Source: an optimization exercise on an open RTL-to-GDS flow (aim: small area). Production flows keep margins and buffers that such runs may drop. Function was checked by simulation only, so behaviour that the tests miss may differ from the original. Power figures rest on the tool's default switching activity, not on a simulated workload.

## flow/design.v

```verilog
module pd(
  input clock,
  input reset,
  output [31:0] imem_addr,
  input  [31:0] imem_rdata,
  output [31:0] dmem_addr,
  output [31:0] dmem_wdata,
  output        dmem_we,
  output [3:0]  dmem_be,
  input  [31:0] dmem_rdata,
  output        wb_en,
  output [4:0]  wb_rd,
  output [31:0] wb_data
);
  localparam [6:0] OP_R = 7'b0110011, OP_I = 7'b0010011, OP_S = 7'b0100011,
                   OP_B = 7'b1100011, OP_LUI = 7'b0110111, OP_AUIPC = 7'b0010111,
                   OP_JAL = 7'b1101111, OP_JALR = 7'b1100111, OP_LD = 7'b0000011;
  reg [31:0] PC;
  reg [6:0]  instD_op;           
  reg [31:7] instD_hi;           
  reg [31:0] pcD;
  reg [31:0] pcX, rs1X, rs2X, immX;
  reg [4:0]  rdX;
  reg [2:0]  f3X;
  reg [3:0]  aluX;
  reg        aselX, bselX, pcselX, brX, wenX, memX;
  reg [1:0]  wbselX;             
  reg [31:0] aluM, rs2M;         
  reg [4:0]  rdM;
  reg [2:0]  f3M;
  reg        memM, wenM;
  reg [1:0]  wbselM;
  reg [31:0] wdW;
  reg [4:0]  rdW;
  reg        wenW;
  reg        W_En_m, W_En_w, f_W_a, f_W_b, f_dataW, f_ALU_a, f_ALU_b, nop, nop_reg;
  reg [4:0]  addrD_reg, addrB_reg, addrD2_reg;
  wire [31:0] inst = {instD_hi, instD_op};
  wire isR    = instD_op == OP_R;
  wire isI    = instD_op == OP_I;
  wire isS    = instD_op == OP_S;
  wire isB    = instD_op == OP_B;
  wire isLUI  = instD_op == OP_LUI;
  wire isAUI  = instD_op == OP_AUIPC;
  wire isJAL  = instD_op == OP_JAL;
  wire isJALR = instD_op == OP_JALR;
  wire isLD   = instD_op == OP_LD;
  wire isIimm  = isI | isJALR | isLD;
  wire hasRD   = isR | isIimm | isLUI | isAUI | isJAL;    
  wire hasRS1  = isR | isIimm | isS | isB;
  wire hasRS2  = isR | isS | isB;
  wire [4:0] d_RD  = hasRD  ? inst[11:7]  : 5'd0;
  wire [4:0] d_RS1 = hasRS1 ? inst[19:15] : 5'd0;
  wire [4:0] d_RS2 = hasRS2 ? inst[24:20] : 5'd0;
  wire [2:0] d_f3  = hasRS1 ? inst[14:12] : 3'd0;
  reg [31:0] d_IMM;
  always @(*) begin
    d_IMM = 32'd0;
    if (isIimm) d_IMM = {{20{inst[31]}}, inst[31:20]};
    if (isS)    d_IMM = {{20{inst[31]}}, inst[31:25], inst[11:7]};
    if (isB)    d_IMM = {{20{inst[31]}}, inst[7], inst[30:25], inst[11:8], 1'b0};
    if (isLUI | isAUI) d_IMM = {inst[31:12], 12'd0};
    if (isJAL)  d_IMM = {{12{inst[31]}}, inst[19:12], inst[20], inst[30:21], 1'b0};
  end
  wire       c_ASel  = isB | isAUI | isJAL;
  wire       c_BSel  = isIimm | isS | isB | isLUI | isAUI | isJAL;
  wire [1:0] c_WBSel = (isJAL | isJALR) ? 2'b10 : (isLD ? 2'b00 : 2'b01);
  wire [3:0] c_ALUSel = {isR & (inst[31:25] != 7'd0), (isR | isI) ? inst[14:12] : 3'd0};
  wire [6:0] f_op   = imem_rdata[6:0];
  wire f_isS   = f_op == OP_S;
  wire f_isJAL = f_op == OP_JAL;
  wire f_hasRS1 = f_op == OP_R || f_op == OP_I || f_op == OP_JALR || f_op == OP_LD || f_isS || f_op == OP_B;
  wire f_hasRS2 = f_op == OP_R || f_isS || f_op == OP_B;
  wire [4:0] addrA1 = f_hasRS1 ? imem_rdata[19:15] : 5'd0;
  wire [4:0] addrB1 = f_hasRS2 ? imem_rdata[24:20] : 5'd0;
  reg  [31:1] valid;
  reg  [31:0] R [1:31];
  wire        wr_any = wenW & (rdW != 5'd0);
  genvar gi;
  generate
    for (gi = 1; gi < 32; gi = gi + 1) begin : rf
      wire we = wenW & (rdW == gi);
      always @(posedge clock)
        if (we) R[gi] <= wdW;
    end
  endgenerate
  always @(posedge clock or posedge reset)
    if (reset) valid <= 31'd0;
    else if (wr_any) valid[rdW] <= 1'b1;
  reg [31:0] r_data_rs1, r_data_rs2;
  integer k;
  always @(*) begin
    r_data_rs1 = (d_RS1 == 5'd2 && !valid[2]) ? 32'h01100000 : 32'd0;
    r_data_rs2 = (d_RS2 == 5'd2 && !valid[2]) ? 32'h01100000 : 32'd0;
    for (k = 1; k < 32; k = k + 1) begin
      r_data_rs1 = r_data_rs1 | ({32{d_RS1 == k && valid[k]}} & R[k]);
      r_data_rs2 = r_data_rs2 | ({32{d_RS2 == k && valid[k]}} & R[k]);
    end
  end
  wire [31:0] rs1Xi = (rdW == d_RS1 && rdW != 5'd0 && wenW) ? wdW :
                      (nop_reg && f_W_a) ? wdW : r_data_rs1;
  wire [31:0] rs2Xi = (rdW == d_RS2 && rdW != 5'd0 && wenW) ? wdW :
                      (nop_reg && f_W_b) ? wdW : r_data_rs2;
  wire [31:0] rsA = f_ALU_a ? aluM : (f_W_a ? wdW : rs1X);
  wire [31:0] rsB = f_ALU_b ? aluM : (f_W_b ? wdW : rs2X);
  wire [31:0] A = aselX ? pcX : rsA;
  wire [31:0] B = bselX ? immX : rsB;
  wire        op_sub = (aluX == 4'b1000) | (aluX == 4'b0010) | (aluX == 4'b0011);
  wire [32:0] sum = {1'b0, A} + {1'b0, B ^ {32{op_sub}}} + {32'd0, op_sub};
  wire        ltu = ~sum[32];
  wire        lts = (A[31] ^ B[31]) ? A[31] : sum[31];
  wire        sh_left = aluX == 4'b0001;
  wire        sh_fill = (aluX == 4'b1101) & A[31];
  reg  [31:0] sh_in, sh_out, alu_res;
  integer j;
  always @(*) begin
    for (j = 0; j < 32; j = j + 1) sh_in[j] = sh_left ? A[31-j] : A[j];
  end
  wire [63:0] sh_ext = {{32{sh_fill}}, sh_in} >> B[4:0];
  always @(*) begin
    for (j = 0; j < 32; j = j + 1) sh_out[j] = sh_left ? sh_ext[31-j] : sh_ext[j];
  end
  always @(*) begin
    case (aluX)
      4'b0000, 4'b1000: alu_res = sum[31:0];
      4'b0001, 4'b0101, 4'b1101: alu_res = sh_out;
      4'b0010: alu_res = {31'd0, lts};
      4'b0011: alu_res = {31'd0, ltu};
      4'b0100: alu_res = A ^ B;
      4'b0110: alu_res = A | B;
      4'b0111: alu_res = A & B;
      default: alu_res = sum[31:0];
    endcase
  end
  wire br_eq = rsA == rsB;
  wire br_lt = {rsA[31] ^ ~f3X[1], rsA[30:0]} < {rsB[31] ^ ~f3X[1], rsB[30:0]};
  wire PCSel_B = f3X[2] ? (br_lt ^ f3X[0]) : (~f3X[1] & (br_eq ^ f3X[0]));
  wire PCSel_f = brX ? PCSel_B : pcselX;
  wire [7:0] padsign = (f3M[1:0] == 2'b01) ? {8{dmem_rdata[7]}} : {8{dmem_rdata[15]}};
  wire [7:0] padv = f3M[2] ? 8'd0 : padsign;
  wire [31:0] dataR = {(f3M[1:0] == 2'b10) ? dmem_rdata[31:24] : padv,
                       (f3M[1:0] == 2'b10) ? dmem_rdata[23:16] : padv,
                       (f3M[1:0] != 2'b00) ? dmem_rdata[15:8]  : padv,
                       dmem_rdata[7:0]};
  wire [31:0] link = (rs2M == 32'd0) ? 32'd0 : rs2M + 32'd4;
  wire [31:0] r_data_rd = (wbselM == 2'b01) ? aluM : (wbselM == 2'b10 ? link : dataR);
  assign dmem_addr  = aluM;
  assign dmem_wdata = f_dataW ? wdW : rs2M;
  assign dmem_we    = memM;
  assign dmem_be    = {f3M[1:0] == 2'b10, f3M[1:0] == 2'b10, f3M[1:0] != 2'b00, 1'b1};
  assign wb_en   = wenW;
  assign wb_rd   = rdW;
  assign wb_data = wdW;
  assign imem_addr = PC;
  wire [31:0] PC_4   = (PC == 32'd0) ? 32'd0 : PC + 32'd4;
  wire [31:0] JAL_PC = pcD + d_IMM;
  always @(posedge clock or posedge reset)
    if (reset) PC <= 32'h01000000;
    else if (isJAL && PC != JAL_PC) PC <= JAL_PC;
    else if (!nop) PC <= PCSel_f ? alu_res : PC_4;
  wire bubble = nop | PCSel_f;
  always @(posedge clock or posedge reset)
    if (reset) begin
      instD_op <= 7'd0;
      rs1X <= 32'd0; rs2X <= 32'd0;
      rdX <= 5'd0; f3X <= 3'd0; aluX <= 4'd0;
      aselX <= 1'b0; bselX <= 1'b0; pcselX <= 1'b0; brX <= 1'b0; wenX <= 1'b0; memX <= 1'b0;
      wbselX <= 2'd0;
      aluM <= 32'd0; rdM <= 5'd0; f3M <= 3'd0; memM <= 1'b0; wenM <= 1'b0; wbselM <= 2'd0;
      rdW <= 5'd0; wenW <= 1'b0;
    end else begin
      wbselX <= c_WBSel;
      aluM <= alu_res; rdM <= rdX; f3M <= f3X; memM <= memX; wenM <= wenX; wbselM <= wbselX;
      rdW <= rdM; wenW <= wenM;
      if (bubble) begin
        rs1X <= 32'd0; rs2X <= 32'd0;
        rdX <= 5'd0; f3X <= 3'd0; aluX <= 4'd0;
        aselX <= 1'b0; bselX <= 1'b0; pcselX <= 1'b0; brX <= 1'b0; wenX <= 1'b0; memX <= 1'b0;
      end else begin
        rs1X <= rs1Xi; rs2X <= rs2Xi;
        rdX <= d_RD; f3X <= d_f3; aluX <= c_ALUSel;
        aselX <= c_ASel; bselX <= c_BSel; pcselX <= isJALR; brX <= isB; wenX <= hasRD; memX <= isS;
      end
      if (!nop) instD_op <= PCSel_f ? 7'd0 : imem_rdata[6:0];
    end
  always @(posedge clock) begin
    wdW  <= r_data_rd;
    rs2M <= (wbselX == 2'b10) ? pcX : rsB;
    if (bubble) begin
      pcX <= 32'd0; immX <= 32'd0;
    end else begin
      pcX <= pcD; immX <= d_IMM;
    end
    if (!nop) begin
      instD_hi <= PCSel_f ? 25'd0 : imem_rdata[31:7];
      pcD      <= PCSel_f ? 32'd0 : PC;
    end
  end
  wire nop_load = isLD && ((addrA1 == d_RD && addrA1 != 5'd0) ||
                           (addrB1 == d_RD && addrB1 != 5'd0 && !f_isS));
  always @(posedge clock or posedge reset)
    if (reset) begin
      W_En_m <= 1'b0; W_En_w <= 1'b0;
      f_W_a <= 1'b0; f_W_b <= 1'b0; f_dataW <= 1'b0; f_ALU_a <= 1'b0; f_ALU_b <= 1'b0;
      nop <= 1'b0; nop_reg <= 1'b0;
      addrD_reg <= 5'd0; addrB_reg <= 5'd0; addrD2_reg <= 5'd0;
    end else begin
      W_En_m <= hasRD;
      W_En_w <= W_En_m & ~nop_reg;
      f_W_a <= (d_RS1 == addrD2_reg && d_RS1 != 5'd0 && W_En_w);
      f_W_b <= (d_RS2 == addrD2_reg && d_RS2 != 5'd0 && W_En_w);
      addrD2_reg <= addrD_reg;
      nop_reg <= nop;
      if (nop) begin
        addrB_reg <= 5'd0; addrD_reg <= 5'd0;
        nop <= 1'b0;
      end else begin
        f_dataW <= (addrB_reg == addrD2_reg && addrB_reg != 5'd0 && W_En_w);
        f_ALU_a <= (d_RS1 == addrD_reg && d_RS1 != 5'd0 && W_En_m);
        f_ALU_b <= (d_RS2 == addrD_reg && d_RS2 != 5'd0 && W_En_m);
        nop <= f_isJAL | nop_load;
        addrB_reg <= d_RS2; addrD_reg <= d_RD;
      end
    end
endmodule
```

## flow/run.sh

```bash
#!/bin/bash
# synth_recipe.tcl (not shown) runs the flow's synth.tcl, then flattens the netlist and writes it again
# the make line also repeats each setting of config.mk as NAME=value (left out here)
make -C /OpenROAD-flow-scripts/flow DESIGN_CONFIG=/design/flow/config.mk WORK_HOME=/design/flow/orfs CLKGATE_MAP_FILE= SYNTH_SCRIPT=/design/flow/synth_recipe.tcl finish
```

## flow/config.mk

```make
export PLATFORM = sky130hd
export DESIGN_NAME = pd
export DESIGN_NICKNAME = pd
export VERILOG_FILES = /design/flow/design.v
export SDC_FILE = /design/flow/constraint.sdc
export NUM_CORES = 4
export LEC_CHECK = 0
export CAP_MARGIN = 20
export CORE_MARGIN = 2
export CORE_UTILIZATION = 30
export PLACE_DENSITY = 0.5
export SLEW_MARGIN = 20
```

## flow/constraint.sdc

```tcl
create_clock -name core_clock -period 8.0 [get_ports {clock}]
set_input_delay 1.6000 -clock core_clock [delete_from_list [all_inputs] [get_ports {clock}]]
set_output_delay 1.6000 -clock core_clock [all_outputs]
set_load 0.01 [all_outputs]
```

==> summary.txt <==
==> cell type report <==
class / count / area (µm²)
Fill cell: 23400 / 155000
Sequential cell: 1405 / 39800
Multi-Input combinational cell: 4181 / 30100
Clock buffer: 199 / 4240
Tap cell: 3167 / 3960
Timing Repair Buffer: 426 / 3740
Clock inverter: 93 / 908
Inverter: 160 / 609
Antenna cell: 12 / 30.0
==> worst reg2reg max path, cell delays in order (launching register included) <==
cell,delay [ns]
dfrtp_1,0.40
nand2_1,0.14
nor2_1,0.24
nand2_1,0.17
nor3b_1,0.56
nor2b_1,0.30
a22o_1,0.20
ha_1,0.21
inv_1,0.07
fa_1,0.39
nand2b_1,0.20
a21oi_1,0.44
o31ai_1,0.22
a211oi_1,0.55
nor2_1,0.19
mux2i_1,0.16
a2111oi_1,0.49
nand4_1,0.24
or4b_1,0.71
nand2_8,0.27
mux2_4,0.33
==> cells in the mapped netlist, types with 14 or more instances <==
| cell | n | area share |
|---|---|---|
| a2111oi_0 | 15 | 0.0018 |
| a211oi_1 | 84 | 0.0088 |
| a21o_1 | 59 | 0.0062 |
| a21oi_1 | 261 | 0.018 |
| a221o_1 | 19 | 0.0026 |
| a221oi_1 | 236 | 0.029 |
| a222oi_1 | 118 | 0.016 |
| a22o_1 | 202 | 0.025 |
| a22oi_1 | 494 | 0.052 |
| a31oi_1 | 37 | 0.0032 |
| a32oi_1 | 15 | 0.0018 |
| and2_1 | 89 | 0.0077 |
| and3_1 | 93 | 0.0081 |
| buf_1 | 59 | 0.0031 |
| buf_2 | 28 | 0.0019 |
| clkbuf_1 | 413 | 0.022 |
| dfrtp_1 | 227 | 0.079 |
| dfxtp_1 | 128 | 0.036 |
| edfxtp_1 | 1049 | 0.44 |
| ha_1 | 175 | 0.030 |
| inv_1 | 156 | 0.0081 |
| mux2_2 | 56 | 0.0088 |
| mux2i_1 | 140 | 0.019 |
| nand2_1 | 319 | 0.017 |
| nand2b_1 | 34 | 0.0030 |
| nand3_1 | 150 | 0.010 |
| nand4_1 | 162 | 0.014 |
| nor2_1 | 382 | 0.020 |
| nor2b_1 | 81 | 0.0070 |
| nor3_1 | 111 | 0.0077 |
| nor3b_1 | 14 | 0.0015 |
| nor4_1 | 58 | 0.0050 |
| o211ai_1 | 21 | 0.0022 |
| o21a_1 | 81 | 0.0085 |
| o21ai_0 | 153 | 0.011 |
| o21bai_1 | 31 | 0.0032 |
| o22ai_1 | 47 | 0.0041 |
| xnor2_1 | 89 | 0.011 |
| xor2_1 | 78 | 0.0095 |
==> cell families after synthesis <==
family,Yosys count
flops,1405
mux,211
fa+ha+maj,179
other cells,1
buf+inv,674
compound gates,2030
xor+xnor,175
simple gates,1585
==> layer usage <==
metal | GRT usage | vias to the layer above | share of wire
met3 | 0.104 | 1095 | 0.14
li1 | - | 25000 | -
met1 | 0.435 | 32000 | 0.40
met2 | 0.424 | 5591 | 0.39
met5 | 0 | - | 0.00034
met4 | 0.151 | 14 | 0.060
==> power groups by stage <==
| stage | registers, mW | logic, mW | clock network (mW) |
|---|---|---|---|
| 6_report | 8.53 | 1.63 | 7.33 |
| 5_1_grt | 8.51 | 1.73 | 7.62 |
| 2_1_floorplan | 8.39 | 0.904 | 0 |
| 3_3_place_gp | 8.65 | 1.59 | 0 |
| 4_1_cts | 8.49 | 1.60 | 7.36 |
| 3_5_place_dp | 8.64 | 1.59 | 0 |
==> path summary, 6_finish.rpt <==
path,from,endpoint,depth (start not counted)
max,instD_op[0],PC[3],20
max reg2reg,instD_op[0],PC[3],20
max in group asynchronous,reset,rs2X[12],3
min in group asynchronous,reset,valid[28],2
min reg2reg,rdX[3],rdM[3],0
min,rdX[3],rdM[3],0
==> per-stage QoR <==
step	setup WS [ns]	utilization	power, mW	instance area, µm²
floorplan	0.154	-	9.30	71900
global placement	1.60	0.328	10.2	78100
detailed placement	1.55	0.328	10.2	78200
CTS	1.52	0.350	17.5	83300
global route	1.04	0.350	17.9	83300
finish	1.42	0.350	17.5	83300
==> results.toml <==
[yosys]
yosys_warnings = 2
synth_edf_count = 1049
synth-xor-area-share = 0.0229
syn_area_um2 = 71900
synth_seq_cells = 1405
ys_async_sr_fraction = 0.162
synth_ff_type = "edfxtp_1"
avgSynthCellArea_um2 = 11.5
synth_top_family_by_area = "compound AO/OA/AOI/OAI gates"
synth_fp_nets = 6503
synth_cells = 6260
yosysSeqAreaShare = 0.553
synth_simple_gate_area_frac = 0.112
synth_fa_ha_area_frac = 0.0313
synth-compound-area-share = 0.212
synth.distinct_cells = 116
synthMuxAreaShare = 0.0314

[setup_path]
cp.arrival_ns = 7.29
crit_fanout = 20
path_buf_inv = 1
worstSetupEndpointType = "register"
cp_slowest_stage_delay_ns = 0.71
path_cells = "nand2_1, nor2_1, nand2_1, nor3b_1, nor2b_1, a22o_1, ha_1, inv_1, fa_1, nand2b_1, a21oi_1, o31ai_1, a211oi_1, nor2_1, mux2i_1, a2111oi_1, nand4_1, or4b_1, nand2_8, mux2_4"
reg2reg_slack_ns = 1.42
cp_slowest_cell = "or4b_1"
start_kind = "register"
cpLargestDelayFamily = "simple AND/OR/NAND/NOR gates"
path_class = "register to register"
required_ns = 8.71

[clock_network]
clk_path_buf_depth = 3
cts_setup_buffers = 0
clk_latency_ns = 0.87
cts_root_buf = "clkbuf_16"
ctsHoldBuffers = 0
clkTransAtPathRegs_ns = 0.06
clock_sinks = 1405
post_cts_resized = 0
h-tree-depth = 4
cts_buffers = 161
cts_tree = "built"

[power_and_ir_drop]
swShare = 0.276
clockPowerShare = 0.419
intPower_mw = 12.7
p_per_area_nw_per_um2 = 210
leakage_nw = 30.4
combPwrFrac = 0.093
power_switching_mw = 4.83
peakVddDrop_uv = 206
share_seq_of_total_power = 0.488

[sta]
fmax_mhz = 152
whs_ns = 0.347
rsz0062_at_grt = "false"
slew_viol_final = 0
setup_viol = 0
skew_ns = 0.0556
final.min_clock_period_ns = 6.58
setup_tns_ns = 0
hold_viol = 0
min_period_over_period = 0.822
maxSlewHeadroom = 0.0926
tightestPinTransition_ns = 1.35

[placed_design]
dp_hpwl_mm = 247
port_buffers = 203
placed_cells = 9339
globalplace.congestion = 1.01

[finish]
instances_no_fill = 9643
syn2layout_area_growth_pct = 15.9
regMostFlops = "R"
drive_gt1_frac = 0.107
fin_nets = 6578
layout_commonest_cell = "edfxtp_1"
largest_reg_flops = 992
final_cell_mix = "edfxtp_1, a22oi_1, nor2_1, nand2_1, a21oi_1"

[drt]
routed_wl_mm = 391
wl_per_cell_um = 40.6
drtAntennaViolNets = 0
first_iter_violations = 12500
remaining_drc_errors = 0
via_count = 63700
drt_first_pass_iters = 10
routed_via_density = 6.61

[floorplan]
die_h_um = 494
start_util = 0.302
rows = 179
io_pins = 205
die_area_um2 = 244000
core_area_um2 = 238000
dieWidth_um = 494

[grt]
grt_pass1_vias = 59800
grt_usage = 0.310
grt_overflow = 0
grt_pass1_wl_mm = 522
antenna_found_initial = 22
grt_max_degree = 125

[outcome]
status = "timing/DRC/antenna clean"

[min_path]
worstHoldPathType = "register to register"

[job]
cap_violations = 0

## afterwards: timing with drivers on the ports
The flow's constraints put no driver on any port. The routed layout listed below was extracted and timed again, unchanged, in two steps.
Step 1 assumes that a clkbuf_16 drives the clock port and a buf_2 every other input.
Step 2 also shifts input and output timing later by t, the mid clock arrival at the registers, as if the neighbouring blocks saw the same clock.
Slacks: no drivers / after step 1 / after step 2; pairs: no drivers / after step 1.
t (ns): 0.921
setup WS [ns]: 1.422 / 1.422 / 1.422
worst data-port slew with drivers (ns): 0.08
After both steps setup and hold are still met in this run. For this run, drivers alone change the setup slack by 0.000 ns; drivers and shift together by 0.000 ns.
